What follows belongs to an exercise in optimizing a design on an open flow for small area and a short achievable clock period; a production flow would make more cautious choices.
Power is estimated from default activity; no workload was simulated.

job 2968:
// Router
module Router #(
	parameter LINK_WIDTH = 8,
	parameter PORTS = 5,
	parameter BUFFER_DEPTH = 4,
	parameter MESH_DIM = 4,
	parameter ROUTER_ID = 5
)(
	input clk,
	input rst,
	output router_out_wr_en_0,
	output router_out_wr_en_1,
	output router_out_wr_en_2,
	output router_out_wr_en_3,
	output router_out_wr_en_4,
	input [LINK_WIDTH-1:0] router_in_flit_0,
	input [LINK_WIDTH-1:0] router_in_flit_1,
	input [LINK_WIDTH-1:0] router_in_flit_2,
	input [LINK_WIDTH-1:0] router_in_flit_3,
	input [LINK_WIDTH-1:0] router_in_flit_4,
	output [LINK_WIDTH-1:0] router_out_flit_0,
	output [LINK_WIDTH-1:0] router_out_flit_1,
	output [LINK_WIDTH-1:0] router_out_flit_2,
	output [LINK_WIDTH-1:0] router_out_flit_3,
	output [LINK_WIDTH-1:0] router_out_flit_4,
	input router_in_wr_en_0,
	input router_in_wr_en_1,
	input router_in_wr_en_2,
	input router_in_wr_en_3,
	input router_in_wr_en_4,
	output reg router_out_full_0,
	output reg router_out_full_1,
	output reg router_out_full_2,
	output reg router_out_full_3,
	output reg router_out_full_4,
	input router_in_ON_OFF_0,
	input router_in_ON_OFF_1,
	input router_in_ON_OFF_2,
	input router_in_ON_OFF_3,
	input router_in_ON_OFF_4
);
localparam MY_X = ROUTER_ID % MESH_DIM;
localparam MY_Y = ROUTER_ID / MESH_DIM;
wire [7:0] in_flit [0:4];
assign in_flit[0] = router_in_flit_0;
assign in_flit[1] = router_in_flit_1;
assign in_flit[2] = router_in_flit_2;
assign in_flit[3] = router_in_flit_3;
assign in_flit[4] = router_in_flit_4;
wire [4:0] in_wr = {router_in_wr_en_4, router_in_wr_en_3, router_in_wr_en_2,
                    router_in_wr_en_1, router_in_wr_en_0};
wire [4:0] on_off = {router_in_ON_OFF_4, router_in_ON_OFF_3, router_in_ON_OFF_2,
                     router_in_ON_OFF_1, router_in_ON_OFF_0};
reg [7:0] F  [0:4];
reg [7:0] B0 [0:4];
reg [7:0] B1 [0:4];
reg [7:0] B2 [0:4];
reg [4:1] t  [0:4];           
wire [4:0] rd;                
wire [4:0] hr_n [0:4];        
wire [4:0] hreq_n [0:4];      
wire [4:0] fv;
  ...
Size in the first run: ~1,300 cells after synthesis, about 11,000 µm² of cells after synthesis.
==> flow/config.mk <==
export PLATFORM = sky130hd
export DESIGN_NAME = Router
export DESIGN_NICKNAME = Router
export VERILOG_FILES = /design/flow/design.v
export SDC_FILE = /design/flow/constraint.sdc
export NUM_CORES = 4
export LEC_CHECK = 0
export CAP_MARGIN = 20
export CORE_MARGIN = 2
export CORE_UTILIZATION = 40
export CTS_BUF_LIST = sky130_fd_sc_hd__clkbuf_8
export CTS_CLUSTER_DIAMETER = 60
export CTS_CLUSTER_SIZE = 16
export SETUP_SLACK_MARGIN = 4.4
export SLEW_MARGIN = 20
export SYNTH_HIERARCHICAL = 1
export SYNTH_MINIMUM_KEEP_SIZE = 0
==> flow/constraint.sdc <==
create_clock -name core_clock -period 8.0 [get_ports {clk}]
set_input_delay 1.6000 -clock core_clock [delete_from_list [all_inputs] [get_ports {clk}]]
set_output_delay 1.6000 -clock core_clock [all_outputs]
set_load 0.01 [all_outputs]
standard.sh (not shown) runs the stock make flow with config.mk's settings and CLKGATE_MAP_FILE= SYNTH_SCRIPT=/design/flow/synth_recipe.tcl, a recipe that flattens the netlist after the stock synthesis.
==> flow/flow/run.sh <==
#!/bin/bash
# Standard ORFS layout (the standard.sh), with the port buffers set to a
# plain buffer cell. Each tool's output goes to standard.log.
export BUFFER_PORTS_ARGS="-buffer_cell sky130_fd_sc_hd__buf_2"
bash standard.sh > standard.log 2>&1
The final layout from job 2968, which completed every stage, passed the timing, DRC and antenna checks at the end of the flow.
--- input diff job 2968..job 7528 ---
-- flow/design.v --
<<< job 2968, line 60
wire [4:0] hreq_n [0:4];      
wire [4:0] fv;
function [4:0] route(input [7:0] f);
	reg [2:0] dx, dy;
>>> job 7528, line 60
wire [4:0] hreq_n [0:4];      
wire [4:0] fv;
wire [4:0] fvn;                
function [4:0] route(input [7:0] f);
	reg [2:0] dx, dy;
<<< job 2968, line 96
	sel3 #(8) b1mux (.h(~(sh1 | in1)), .s(sh1), .l(in1), .a(B1[k]), .b(B2[k]), .c(in_flit[k]), .y(b1d));
	wire fv_n = reload ? (tt[2] || in_wr[k]) : tt[1];
	assign hr_n[k] = fv_n ? route(fd) : 5'b00000;
	for (o = 0; o < 5; o = o + 1) begin : tr
>>> job 7528, line 97
	sel3 #(8) b1mux (.h(~(sh1 | in1)), .s(sh1), .l(in1), .a(B1[k]), .b(B2[k]), .c(in_flit[k]), .y(b1d));
	wire fv_n = reload ? (tt[2] || in_wr[k]) : tt[1];
	assign fvn[k] = fv_n;
	assign hr_n[k] = fv_n ? route(fd) : 5'b00000;
	for (o = 0; o < 5; o = o + 1) begin : tr
<<< job 2968, line 126
reg  [1:0] cnt  [0:4];        
reg  [4:0] sel  [0:4];
wire [4:0] g    [0:4];        
wire [4:0] send;              
>>> job 7528, line 128
reg  [1:0] cnt  [0:4];        
reg  [4:0] sel  [0:4];
reg  [4:0] anyq;              
wire [4:0] g    [0:4];        
wire [4:0] send;              
<<< job 2968, line 134
	wire done = (cnt[o] == 2'b10);
	assign g[o] = done ? s : (s & fv);
	wire any = |g[o];
	assign send[o] = any && !on_off[o] && !rst;
	reg [4:0] l_n;
	reg [1:0] c_n;
>>> job 7528, line 137
	wire done = (cnt[o] == 2'b10);
	assign g[o] = done ? s : (s & fv);
	wire any = anyq[o];           
	assign send[o] = anyq[o] && !on_off[o] && !rst;
	reg [4:0] l_n;
	reg [1:0] c_n;
<<< job 2968, line 161
		cnt[o] <= rst ? 2'b10 : c_n;
		sel[o] <= rst ? 5'b00000 : done_n ? w : l_n;
	end
end
>>> job 7528, line 164
		cnt[o] <= rst ? 2'b10 : c_n;
		sel[o] <= rst ? 5'b00000 : done_n ? w : l_n;
		anyq[o] <= !rst && (done_n ? |h : |(l_n & fvn));
	end
end
| final clock skew | job 7528 vs job 2968 | 0.0032 ns lower |
Across both runs, path length in cells of the critical path was lower for job 7528 than for job 2968.
Count of mapped cells out of synthesis ended up about 2.6% higher on job 7528 than on job 2968.
Of the two values seen for destination of the critical timing path, sel[2][2] was produced by job 7528 and sel[0][3] by job 2968.
Compared with job 2968, in job 7528 maximum clock rate -4.8%; number of hold violations in the final report ~0 delta; multi-input combinational area share +0.74 points; placer congestion estimate +11%; row count +1.6%.
o41ai_4 as the worst-path cell with the longest stage delay was reported by job 2968, and or4b_4 by job 7528.
In job 7528, the wire length came out 9.4% above the value in job 2968.
Function was not checked in any run of this note: the RTL went through the layout flow alone.

---

Another version of the RTL of Router (not shown whole).
Size in the first run: about 250 flip-flops, roughly 100 I/O pins.
==> flow/config.mk <==
export PLATFORM = sky130hd
export DESIGN_NAME = Router
export DESIGN_NICKNAME = Router
export VERILOG_FILES = /design/flow/design.v
export SDC_FILE = /design/flow/constraint.sdc
export NUM_CORES = 4
export LEC_CHECK = 0
export CAP_MARGIN = 20
export CORE_MARGIN = 2
export CORE_UTILIZATION = 40
export CTS_BUF_LIST = sky130_fd_sc_hd__clkbuf_8
export CTS_CLUSTER_DIAMETER = 60
export CTS_CLUSTER_SIZE = 16
export SETUP_SLACK_MARGIN = 4.4
export SLEW_MARGIN = 20
==> flow/constraint.sdc <==
create_clock -name core_clock -period 8.0 [get_ports {clk}]
set_input_delay 1.6000 -clock core_clock [delete_from_list [all_inputs] [get_ports {clk}]]
set_output_delay 1.6000 -clock core_clock [all_outputs]
set_load 0.01 [all_outputs]
Scripts as last shown in full above: flow/flow/run.sh
Then changed:
--- a/flow/design.v
+++ b/flow/design.v
@@ -111,17 +111,17 @@
 	router_out_full_2 <= !rst && t[2][3];
 	router_out_full_3 <= !rst && t[3][3];
 	router_out_full_4 <= !rst && t[4][3];
 end
 reg  [4:0] last [0:4];        
 reg  [1:0] cnt  [0:4];        
 reg  [4:0] sel  [0:4];
 wire [4:0] g    [0:4];        
-wire [4:0] send;              
+wire [4:0] send;
 generate
 for (o = 0; o < 5; o = o + 1) begin : arb
 	wire [4:0] l = last[o];
 	wire [4:0] s = sel[o];
 	wire done = (cnt[o] == 2'b10);
 	assign g[o] = done ? s : (s & fv);
 	wire any = |g[o];
 	assign send[o] = any && !on_off[o] && !rst;
@@ -149,21 +149,21 @@
 	wire [4:0] w  = r & ~{|r[3:0], |r[2:0], |r[1:0], r[0], 1'b0};
 	always @(posedge clk) begin
 		last[o] <= l_n;
 		cnt[o] <= c_n;
 		sel[o] <= (c_n == 2'b10) ? w : l_n;
 	end
 end
 endgenerate
-assign rd[0] = |{g[4][0] & !on_off[4], g[3][0] & !on_off[3], g[2][0] & !on_off[2], g[1][0] & !on_off[1], g[0][0] & !on_off[0]};
-assign rd[1] = |{g[4][1] & !on_off[4], g[3][1] & !on_off[3], g[2][1] & !on_off[2], g[1][1] & !on_off[1], g[0][1] & !on_off[0]};
-assign rd[2] = |{g[4][2] & !on_off[4], g[3][2] & !on_off[3], g[2][2] & !on_off[2], g[1][2] & !on_off[1], g[0][2] & !on_off[0]};
-assign rd[3] = |{g[4][3] & !on_off[4], g[3][3] & !on_off[3], g[2][3] & !on_off[2], g[1][3] & !on_off[1], g[0][3] & !on_off[0]};
-assign rd[4] = |{g[4][4] & !on_off[4], g[3][4] & !on_off[3], g[2][4] & !on_off[2], g[1][4] & !on_off[1], g[0][4] & !on_off[0]};
+assign rd[0] = |{g[4][0] & send[4], g[3][0] & send[3], g[2][0] & send[2], g[1][0] & send[1], g[0][0] & send[0]};
+assign rd[1] = |{g[4][1] & send[4], g[3][1] & send[3], g[2][1] & send[2], g[1][1] & send[1], g[0][1] & send[0]};
+assign rd[2] = |{g[4][2] & send[4], g[3][2] & send[3], g[2][2] & send[2], g[1][2] & send[1], g[0][2] & send[0]};
+assign rd[3] = |{g[4][3] & send[4], g[3][3] & send[3], g[2][3] & send[2], g[1][3] & send[1], g[0][3] & send[0]};
+assign rd[4] = |{g[4][4] & send[4], g[3][4] & send[3], g[2][4] & send[2], g[1][4] & send[1], g[0][4] & send[0]};
 function [7:0] xbar(input [4:0] s, input [7:0] f0, input [7:0] f1, input [7:0] f2,
                     input [7:0] f3, input [7:0] f4);
 	xbar = ({8{s[0]}} & f0) | ({8{s[1]}} & f1) | ({8{s[2]}} & f2) |
 	       ({8{s[3]}} & f3) | ({8{s[4]}} & f4);
 endfunction
 assign router_out_flit_0 = xbar(sel[0], F[0], F[1], F[2], F[3], F[4]);
 assign router_out_flit_1 = xbar(sel[1], F[0], F[1], F[2], F[3], F[4]);
 assign router_out_flit_2 = xbar(sel[2], F[0], F[1], F[2], F[3], F[4]);
After rerunning: The new run completed without violations. Via count falls by 3.7%. Non-clock buffer count rises by 5. Total power falls by 9.7%. Sequential share of layout area rises by 1.5 points. Worst setup slack improves by 0.068 ns. Final cell count falls by 4.8%. Routed wire length falls by 3.7%. Sequential power falls by about 3%. Utilization falls by 0.25 points. Worst hold slack degrades by 0.0090 ns.
No run of this note included a check of the RTL's function; only the layout flow was run.

[afterwards: timing with drivers on the ports]
No port has a modelled driver above. Below, the same layouts with a new extraction and two added sets of constraints.
Step 1 (the two cells are an assumption about what drives the block):
set clk [get_ports {clk}]
set_driving_cell -lib_cell sky130_fd_sc_hd__clkbuf_16 $clk
set_driving_cell -lib_cell sky130_fd_sc_hd__buf_2 [delete_from_list [all_inputs] $clk]
Step 2 moves the port delays by t, midway between the first and last clock arrival at a register: inputs arrive t later, outputs are due t later. That takes back most of the time a late clock gives input paths.
a / b / c = ideal ports / drivers / drivers and shift; a / b = the first two.
run | t, ns | setup slack, ns | worst register clock-pin slew, ns
job 2968 | 0.608 | 3.882 / 3.820 / 3.212 | 0.11 / 0.11
job 7528 | 0.629 | 3.676 / 3.663 / 3.033 | 0.10 / 0.10
the first run of note 2 | 0.621 | 4.188 / 4.005 / 3.832 | 0.11 / 0.11
the second run of note 2 | 0.610 | 4.256 / 4.113 / 3.709 | 0.10 / 0.10
After both steps setup and hold are still met in every run listed. The setup slack of job 2968, which loses most, moves by -0.062 ns with the drivers and by -0.670 ns with both steps.
